This is an optimization exercise on Yosys and OpenROAD, whose aim is small area, not a production implementation.
At most, simulation tests tie the RTL to the original design; equivalence was not proved.
No activity file was given, so power comes from the tool's default toggle rates.

==> exp/juniper: inputs <==
==> flow/design.v <==
module uart_tx (
    input  logic clk,
    input  logic rst_n,
    input  logic tx_start,
    input  logic data_in,
    output logic tx_busy,
    output logic tx
);
    localparam logic [8:0] BAUD_TICK = 9'b001101000;
    localparam logic [8:0] BAUD_FULL = 9'b011010001;
    logic [8:0] baud;
    logic [3:0] bit_count;
    wire        tick = baud == BAUD_TICK;
    always_ff @(posedge clk or negedge rst_n) begin
        if (!rst_n)
            tx_busy <= 1'b0;
        else if (tx_start && !tx_busy)
            tx_busy <= 1'b1;
        else if (tx_busy && tick && bit_count == 4'd9)
            tx_busy <= 1'b0;
    end
    always_ff @(posedge clk) begin
        if (!tx_busy) begin
            baud      <= BAUD_FULL;
            bit_count <= 4'd0;
        end else begin
            baud <= {baud[7:0], baud[8] ^ baud[4] ^ tick};
            if (tick)
                bit_count <= bit_count + 4'd1;
        end
    end
    assign tx = !tx_busy || bit_count == 4'd0 || (bit_count == 4'd2 && data_in);
endmodule
module uart_rx (
    input  logic clk,
    input  logic rst_n,
    input  logic rx,
    output logic data_out,
    output logic data_valid
);
    localparam logic [8:0] BAUD_TICK = 9'b001101000;
    localparam logic [8:0] BAUD_HALF = 9'b110010100;
    logic [8:0] baud;
    logic [3:0] bit_count;
    logic       rx_active;
    logic       bit0;
    wire        tick = baud == BAUD_TICK;
    always_ff @(posedge clk or negedge rst_n) begin
        if (!rst_n) begin
            rx_active  <= 1'b0;
            data_valid <= 1'b0;
        end else begin
            if (!rx_active && !rx) begin
                rx_active <= 1'b1;
            end else if (rx_active) begin
                if (tick && bit_count == 4'd9) begin
                    rx_active  <= 1'b0;
                    data_valid <= 1'b1;
                end
            end else begin
                data_valid <= 1'b0;
            end
        end
    end
    always_ff @(posedge clk) begin
        if (!rx_active) begin
            baud      <= BAUD_HALF;
            bit_count <= 4'd0;
        end else begin
            baud <= {baud[7:0], baud[8] ^ baud[4] ^ tick};
            if (tick) begin
                bit_count <= bit_count + 4'd1;
                if (bit_count == 4'd1)
                    bit0 <= rx;
                if (bit_count == 4'd9)
                    data_out <= bit0;
            end
        end
    end
endmodule
module uart_edge_detection (
    input logic clk,           
    input logic rst_n,         
    input logic uart_rx,       
    output logic uart_tx,      
    output logic led_rx,       
    output logic led_tx,       
    output logic data_ready    
);
    parameter CLOCK_FREQ = 50000000;    
    parameter BAUD_RATE  = 115200;
    parameter BAUD_DIV   = CLOCK_FREQ / BAUD_RATE;
    parameter THRESHOLD  = 4;           
    logic rx_data;             
    logic rx_done;
    logic tx_start;
    logic tx_busy;
    logic tx_data;             
    logic [17:0] line_buf;     
    logic [35:0] results;
    logic [5:0]  counter;      
    localparam logic [1:0] IDLE = 2'd0, RECEIVE = 2'd1, PROCESS = 2'd2, SEND = 2'd3;
    logic [1:0] state, next_state;
    uart_rx uart_receiver (
        .clk(clk),
        .rst_n(rst_n),
        .rx(uart_rx),
        .data_out(rx_data),
        .data_valid(rx_done)
    );
    uart_tx uart_transmitter (
        .clk(clk),
        .rst_n(rst_n),
        .tx_start(tx_start),
        .data_in(tx_data),
        .tx_busy(tx_busy),
        .tx(uart_tx)
    );
    always_ff @(posedge clk or negedge rst_n) begin
        if (!rst_n)
            state <= IDLE;
        else
            state <= next_state;
    end
    always_comb begin
        case (state)
            IDLE:      next_state = (rx_done) ? RECEIVE : IDLE;
            RECEIVE:   next_state = (counter == 6'd63 && rx_done) ? PROCESS : RECEIVE;
            PROCESS:   next_state = SEND;
            SEND:      next_state = (counter == 6'd36 && !tx_busy) ? IDLE : SEND;
            default:   next_state = IDLE;
        endcase
    end
    wire take_pixel = (state == IDLE || state == RECEIVE) && rx_done;
    wire load_byte  = (state == SEND) && !tx_busy && !tx_start;
    logic [2:0] s, c;
    assign {c[0], s[0]} = rx_data + line_buf[0] + line_buf[1];
    assign {c[1], s[1]} = line_buf[7] + line_buf[8] + line_buf[9];
    assign {c[2], s[2]} = line_buf[15] + line_buf[16] + line_buf[17];
    wire window_set = (c[0] & c[1]) | (c[0] & c[2]) | (c[1] & c[2])
                    | ((c[0] | c[1] | c[2]) & ((s[0] & s[1]) | (s[0] & s[2]) | (s[1] & s[2])));
    wire window_done = (state == RECEIVE) && rx_done && counter[2:1] != 2'b00;
    always_ff @(posedge clk) begin
        if (state == IDLE)
            counter <= {5'd0, rx_done};
        else if ((state == RECEIVE && rx_done) || load_byte)
            counter <= counter + 6'd1;
    end
    always_ff @(posedge clk) begin
        if (take_pixel)
            line_buf <= {line_buf[16:0], rx_data};
        if (window_done || load_byte)
            results <= {results[34:0], window_set};
        if (load_byte)
            tx_data <= results[35];
    end
    always_ff @(posedge clk or negedge rst_n) begin
        if (!rst_n)
            tx_start <= 1'b0;
        else
            tx_start <= load_byte || (tx_start && !tx_busy);
    end
    assign led_tx = tx_start;
    always_ff @(posedge clk or negedge rst_n) begin
        if (!rst_n) begin
            led_rx <= 1'b0;
            data_ready <= 1'b0;
        end else begin
            led_rx <= (state == RECEIVE) ? rx_done : 1'b0;
            data_ready <= (state == SEND);
        end
    end
endmodule
==> flow/run.sh <==
#!/bin/bash
# synth_recipe.tcl (not shown) runs the flow's synth.tcl, then flattens the netlist and writes it again
# the make line also repeats each setting of config.mk as NAME=value (left out here)
make -C /OpenROAD-flow-scripts/flow DESIGN_CONFIG=/design/flow/config.mk WORK_HOME=/design/flow/orfs CLKGATE_MAP_FILE= SYNTH_SCRIPT=/design/flow/synth_recipe.tcl finish
==> flow/config.mk <==
export PLATFORM = sky130hd
export DESIGN_NAME = uart_edge_detection
export DESIGN_NICKNAME = uart_edge_detection
export VERILOG_FILES = /design/flow/design.v
export SDC_FILE = /design/flow/constraint.sdc
export NUM_CORES = 4
export LEC_CHECK = 0
export CAP_MARGIN = 20
export CORE_MARGIN = 2
export CORE_UTILIZATION = 40
export CTS_BUF_LIST = sky130_fd_sc_hd__clkbuf_4 sky130_fd_sc_hd__clkbuf_8
export SLEW_MARGIN = 20
==> flow/constraint.sdc <==
create_clock -name core_clock -period 20.0 [get_ports {clk}]
set_input_delay 4.0000 -clock core_clock [delete_from_list [all_inputs] [get_ports {clk}]]
set_output_delay 4.0000 -clock core_clock [all_outputs]
set_load 0.01 [all_outputs]
==> inputs of exp/yarrow, as changes to exp/juniper <==
--- a/flow/design.v
+++ b/flow/design.v
@@ -12,12 +12,16 @@
     logic [3:0] bit_count;
     wire        tick = baud == BAUD_TICK;
     always_ff @(posedge clk or negedge rst_n) begin
-        if (!rst_n)
+        if (!rst_n) begin
             tx_busy <= 1'b0;
-        else if (tx_start && !tx_busy)
+            tx      <= 1'b1;
+        end else if (tx_start && !tx_busy) begin
             tx_busy <= 1'b1;
-        else if (tx_busy && tick && bit_count == 4'd9)
-            tx_busy <= 1'b0;
+        end else if (tx_busy && tick) begin
+            tx <= (bit_count == 4'd1 && data_in) || bit_count == 4'd9;
+            if (bit_count == 4'd9)
+                tx_busy <= 1'b0;
+        end
     end
     always_ff @(posedge clk) begin
         if (!tx_busy) begin
@@ -29,7 +33,6 @@
                 bit_count <= bit_count + 4'd1;
         end
     end
-    assign tx = !tx_busy || bit_count == 4'd0 || (bit_count == 4'd2 && data_in);
 endmodule
 module uart_rx (
     input  logic clk,
CTS_BUF_LIST = unset   (was sky130_fd_sc_hd__clkbuf_4 sky130_fd_sc_hd__clkbuf_8)
==> qor summary <==
metric                                                  exp/juniper   exp/yarrow
Syn avg cell area                                          15.1 um2     14.6 um2
Run status                         no timing/DRC/antenna violations  no timing/DRC/antenna violations
Non-clock buffering overhead                                  2.21%        2.33%
Vias in the first global route                                1,770        1,769
Routability-driven placement congestion ratio                 0.731        0.740
Endpoint of the lowest-slack register-to-register path  results[17]   results[1]
Achievable Freq                                             172 MHz      184 MHz
Combined flip-flop and latch cell area                  0.00256 mm2  0.00259 mm2
Clock Network Area Fraction                                   4.46%        4.50%
Number of cells produced by synthesis                           238          254
Comb pwr share                                                 5.4%         5.7%
Maximum fanout along the worst path                               5            2
Transition time at the pin with the least slew margin      0.762 ns     0.563 ns
Internal power summed over all cells                         283 uW       283 uW
Area delta synth->final                                       10.1%        10.5%
Portion of netlist area occupied by mux cells                 3.06%        2.44%
Via density per instance                                       4.89         5.00
Routed vias                                                   1,764        1,901
Clk pin slew, worst setup/hold paths                        0.09 ns      0.10 ns
Total number of cells along the worst setup path                  5            1
The RTL of exp/juniper was laid out without a check of its function.

## afterwards: timing with drivers on the ports
Ports are ideal in the flow. The routed layouts listed here were re-timed in OpenROAD.
Step 1 (the two cells are an assumption about what drives the block):
set clk [get_ports {clk}]
set_driving_cell -lib_cell sky130_fd_sc_hd__clkbuf_16 $clk
set_driving_cell -lib_cell sky130_fd_sc_hd__buf_2 [delete_from_list [all_inputs] $clk]
Step 2 also shifts input and output timing later by t, the mid clock arrival at the registers, as if the neighbouring blocks saw the same clock.
a / b / c = no drivers / after step 1 / after step 2; a / b = the first two.
run	t, ns	setup slack, ns	hold WS [ns]
exp/juniper	0.376	14.188 / 14.160 / 14.536	0.424 / 0.424 / 0.424
exp/yarrow	0.378	14.578 / 14.549 / 14.926	0.422 / 0.422 / 0.422
After both steps every run listed still meets setup and hold.
